Context: an optimization exercise on an open-source flow, tuned for small area, a short achievable clock period and few clock cycles. The choices shown serve that exercise and are no tape-out recipe. The RTL was checked by simulation tests, not by an equivalence proof against the original design. Power figures rest on the tool's default switching activity, not on a simulated workload.

## lane 1
## multicycle_CPU
module multicycle_CPU(
    input CLK,
    input reset,
    output [31:0] imem_addr,       
    input  [31:0] imem_rdata,      
    output [31:0] dmem_addr,       
    output [31:0] dmem_wdata,      
    output        dmem_we,         
    input  [31:0] dmem_rdata       
    );
For scale: about 1,400 flip-flops.
==> flow/config.mk <==
export PLATFORM = sky130hd
export DESIGN_NAME = multicycle_CPU
export DESIGN_NICKNAME = multicycle_CPU
export VERILOG_FILES = /design/flow/design.v
export SDC_FILE = /design/flow/constraint.sdc
export NUM_CORES = 4
export LEC_CHECK = 0
export CAP_MARGIN = 20
export CORE_MARGIN = 2
export CORE_UTILIZATION = 60
export CTS_CLUSTER_DIAMETER = 100
export CTS_CLUSTER_SIZE = 20
export SLEW_MARGIN = 20
==> flow/constraint.sdc <==
create_clock -name core_clock -period 13.0 [get_ports {CLK}]
set_input_delay 2.6000 -clock core_clock [delete_from_list [all_inputs] [get_ports {CLK}]]
set_output_delay 2.6000 -clock core_clock [all_outputs]
set_load 0.01 [all_outputs]
standard.sh (not shown) runs the stock make flow with config.mk's settings and CLKGATE_MAP_FILE= SYNTH_SCRIPT=/design/flow/synth_recipe.tcl, a recipe that flattens the netlist after the stock synthesis.
==> flow/flow/run.sh <==
#!/bin/bash
# The standard layout (the standard.sh: standard synthesis, then ORFS
# floorplan to finish), with timing repair aiming for a larger setup slack
# than the clock period asks for. Each step's output goes to a log here.
set -euo pipefail
MARGIN=9
bash standard.sh synth > synth.log 2>&1
bash standard.sh SETUP_SLACK_MARGIN=$MARGIN finish > layout.log 2>&1
The flow completed for lane 1, but it is not clean: the layout still shows capacitance limit, slew limit.
Testbench counts of lane 1, summed over its fixed seeds: cycles 64,690.
### lane 1 -> lane 2
-- flow/design.v --
<<< lane 1, line 321
  reg  [31:0] d_ir;
  reg  [31:0] dpc;
  reg  [31:1] d_rs_oh, d_rt_oh;    
  reg         xv;                  
  reg  [31:0] xa;                  
>>> lane 2, line 321
  reg  [31:0] d_ir;
  reg  [31:0] dpc;
  reg         xv;                  
  reg  [31:0] xa;                  
<<< lane 1, line 399
    rf_b = 32'd0;
    for (k = 1; k < 32; k = k + 1) begin
      rf_a = rf_a | ({32{d_rs_oh[k]}} & rf[k]);
      rf_b = rf_b | ({32{d_rt_oh[k]}} & rf[k]);
    end
  end
>>> lane 2, line 398
    rf_b = 32'd0;
    for (k = 1; k < 32; k = k + 1) begin
      rf_a = rf_a | ({32{rs == k}} & rf[k]);
      rf_b = rf_b | ({32{rt == k}} & rf[k]);
    end
  end
<<< lane 1, line 417
  wire f_jmp = (fi[31:27] == 5'b00001);                       
  wire f_jr  = (fi[31:26] == 6'd0) & (fi[5:0] == F_JR) & ras_v;
  reg  [31:1] f_rs_oh, f_rt_oh;
  integer j;
  always @(*) begin
    for (j = 1; j < 32; j = j + 1) begin
      f_rs_oh[j] = (fi[25:21] == j);
      f_rt_oh[j] = (fi[20:16] == j);
    end
  end
  wire [31:0] f_next = f_jmp ? {pc4[31:28], fi[25:0], 2'b00} :
                       f_jr  ? ras : pc4;
>>> lane 2, line 416
  wire f_jmp = (fi[31:27] == 5'b00001);                       
  wire f_jr  = (fi[31:26] == 6'd0) & (fi[5:0] == F_JR) & ras_v;
  wire [31:0] f_next = f_jmp ? {pc4[31:28], fi[25:0], 2'b00} :
                       f_jr  ? ras : pc4;
<<< lane 1, line 460
  always @(posedge CLK) begin
    d_ir <= fi;
    d_rs_oh <= f_rs_oh;
    d_rt_oh <= f_rt_oh;
    dpc  <= pc;
    if (dv & d_jal) ras <= d_sum;
>>> lane 2, line 451
  always @(posedge CLK) begin
    d_ir <= fi;
    dpc  <= pc;
    if (dv & d_jal) ras <= d_sum;
Both conditions hold for lane 2: the flow ran to the end and the final layout passed the timing, design-rule and antenna checks.
Lane 1 -> lane 2: fraction of synthesis flops using an asynchronous set or reset pin flat
Adder and majority cell fraction of the synthesized area essentially unchanged between lane 2 and lane 1.
Higher number of global-route vias before repair goes to lane 1 over lane 2.
Lane 2 does better than lane 1 on total power draw.
When the final numbers for lane 1 and lane 2 were put side by side, the data arrival time of the critical path turned out to be smaller in lane 1.
Testbench counts of lane 2, summed over its fixed seeds: cycles 64,690.

========
multicycle_CPU again, from the RTL that the note above started with.
Settings: LEC_CHECK=0, CAP_MARGIN=20, CORE_MARGIN=2, CORE_UTILIZATION=40, CTS_CLUSTER_DIAMETER=100, CTS_CLUSTER_SIZE=20, SLEW_MARGIN=20; clock period 13.0 ns.
Scripts as last shown in full above: flow/flow/run.sh
Testbench counts at the start, summed over its fixed seeds: cycles 64,690.
Next try:
--- a/flow/design.v
+++ b/flow/design.v
@@ -320,50 +320,50 @@
   reg         dv;                  
   reg  [31:0] d_ir;
   reg  [31:0] dpc;
   reg  [31:1] d_rs_oh, d_rt_oh;    
   reg         xv;                  
   reg  [31:0] xa;                  
   reg  [31:0] xb;                  
   reg  [31:0] xc;                  
   reg  [4:0]  xdst;
   reg         xfa, xfb, xfc;       
-  reg         x_and, x_or, x_slt, x_sll, x_pass, x_sub, x_arith;
+  reg         x_and, x_or, x_slt, x_sll, x_pass, x_sub;
   reg         x_movn, x_movz, x_beq, x_jr, x_lw, x_sw, x_wr, x_wm, x_hold;
   reg  [31:0] mres;                
   reg  [31:0] mwd;
   reg  [4:0]  mdst;
   reg         mwe, mload, mst;
   reg  [31:0] rf [1:31];
   assign dmem_addr  = mres;
   assign dmem_wdata = mwd;
   assign dmem_we    = mst;
   wire [31:0] m_wdata = mload ? dmem_rdata : mres;
   always @(posedge CLK) begin
     if (mwe) rf[mdst] <= m_wdata;
   end
   wire [31:0] a = xfa ? mres : xa;
   wire [31:0] b = xfb ? mres : xb;
   wire [31:0] c = xfc ? mres : xc;
   wire [31:0] sum  = a + (x_sub ? ~b : b) + {31'd0, x_sub};
   wire        lt   = (a[31] ^ b[31]) ? a[31] : sum[31];
   wire        b_zero = (b == 32'd0);
   wire        eq   = (a == b);
-  reg [31:0] other;
+  reg [31:0] res;
   always @(*) begin
-    if (x_and)       other = a & b;
-    else if (x_or)   other = a | b;
-    else if (x_sll)  other = a << b[4:0];
-    else if (x_pass) other = a;
-    else             other = 32'd0;
+    if (x_and)       res = a & b;
+    else if (x_or)   res = a | b;
+    else if (x_slt)  res = {31'd0, lt};
+    else if (x_sll)  res = a << b[4:0];
+    else if (x_pass) res = a;
+    else             res = sum;
   end
-  wire [31:0] res = ({32{x_arith}} & sum) | other | {31'd0, x_slt & lt};
   wire x_we = x_wr | (x_movn & ~b_zero) | (x_movz & b_zero);
   wire x_redirect = xv & ((x_beq & eq) | (x_jr & ~(dv & (a == dpc))));
   wire [31:0] x_target = x_jr ? a : xc;
   wire [5:0] op   = d_ir[31:26];
   wire [4:0] rs   = d_ir[25:21];
   wire [4:0] rt   = d_ir[20:16];
   wire [4:0] rd   = d_ir[15:11];
   wire [4:0] sa   = d_ir[10:6];
   wire [5:0] func = d_ir[5:0];
   wire [15:0] imm = d_ir[15:0];
@@ -469,21 +469,20 @@
     xdst     <= d_dst;
     xfa      <= hit_a & use_rs;
     xfb      <= hit_b & use_rb;
     xfc      <= hit_b & use_rc;
     x_and    <= d_and;
     x_or     <= d_or | d_ori;
     x_slt    <= d_slt;
     x_sll    <= d_sll;
     x_pass   <= d_movn | d_movz | d_jal;
     x_sub    <= d_sub | d_slt;
-    x_arith  <= ~(d_and | d_or | d_ori | d_slt | d_sll | d_movn | d_movz | d_jal);
     x_movn   <= d_movn & d_nz;
     x_movz   <= d_movz & d_nz;
     x_beq    <= d_beq;
     x_jr     <= d_jr;
     x_lw     <= d_lw & d_nz;
     x_sw     <= d_sw;
     x_wr     <= d_wr;
     x_wm     <= d_wr | d_cw;
     x_hold   <= (d_lw & d_nz) | d_cw;
     mres     <= res;
Design area came out higher by about 1%. First-iteration DRC count came out higher by 6.1%. Core utilization came out higher by 0.60 points. Critical path depth stays the same. Routed wire length came out higher by 1.4%. Via count came out higher by about 0.38%. Synthesized area came out lower by 0.63%. Clock power barely changes. Sequential power is about the same. Synthesized cell count came out lower by about 0.5%. Count of clock-buffer cells in the layout came out lower by 1. Maximum frequency came out lower by about 0.43%. Non-clock buffer count came out higher by 41.
Testbench counts after the change, summed over its fixed seeds: cycles 64,690.

-- separate check: timing with driven ports --
The results above use ideal ports. As a check the final layouts listed here were re-extracted and re-timed, cells and wires unchanged.
Step 1 (the two cells are an assumption about what drives the block):
set clk [get_ports {CLK}]
set_driving_cell -lib_cell sky130_fd_sc_hd__clkbuf_16 $clk
set_driving_cell -lib_cell sky130_fd_sc_hd__buf_2 [delete_from_list [all_inputs] $clk]
Step 2 moves the port delays by t, midway between the first and last clock arrival at a register: inputs arrive t later, outputs are due t later. That takes back most of the time a late clock gives input paths.
a / b / c = ideal ports / drivers / drivers and shift; a / b = the first two.
run | t, ns | setup slack, ns | hold slack, ns | worst slew at a driven data input, ns
lane 1 | 0.795 | 8.961 / 8.948 / 8.204 | 0.397 / 0.397 / 0.397 | 0.05
lane 2 | 0.796 | 8.813 / 8.813 / 8.181 | 0.409 / 0.409 / 0.409 | 0.07
the first run of note 2 | 0.824 | 9.003 / 8.920 / 8.259 | 0.404 / 0.404 / 0.404 | 0.06
the second run of note 2 | 0.818 | 8.986 / 8.902 / 8.235 | 0.407 / 0.407 / 0.407 | 0.14
The setup slack of lane 1, which loses most, moves by -0.013 ns with the drivers and by -0.757 ns with both steps.
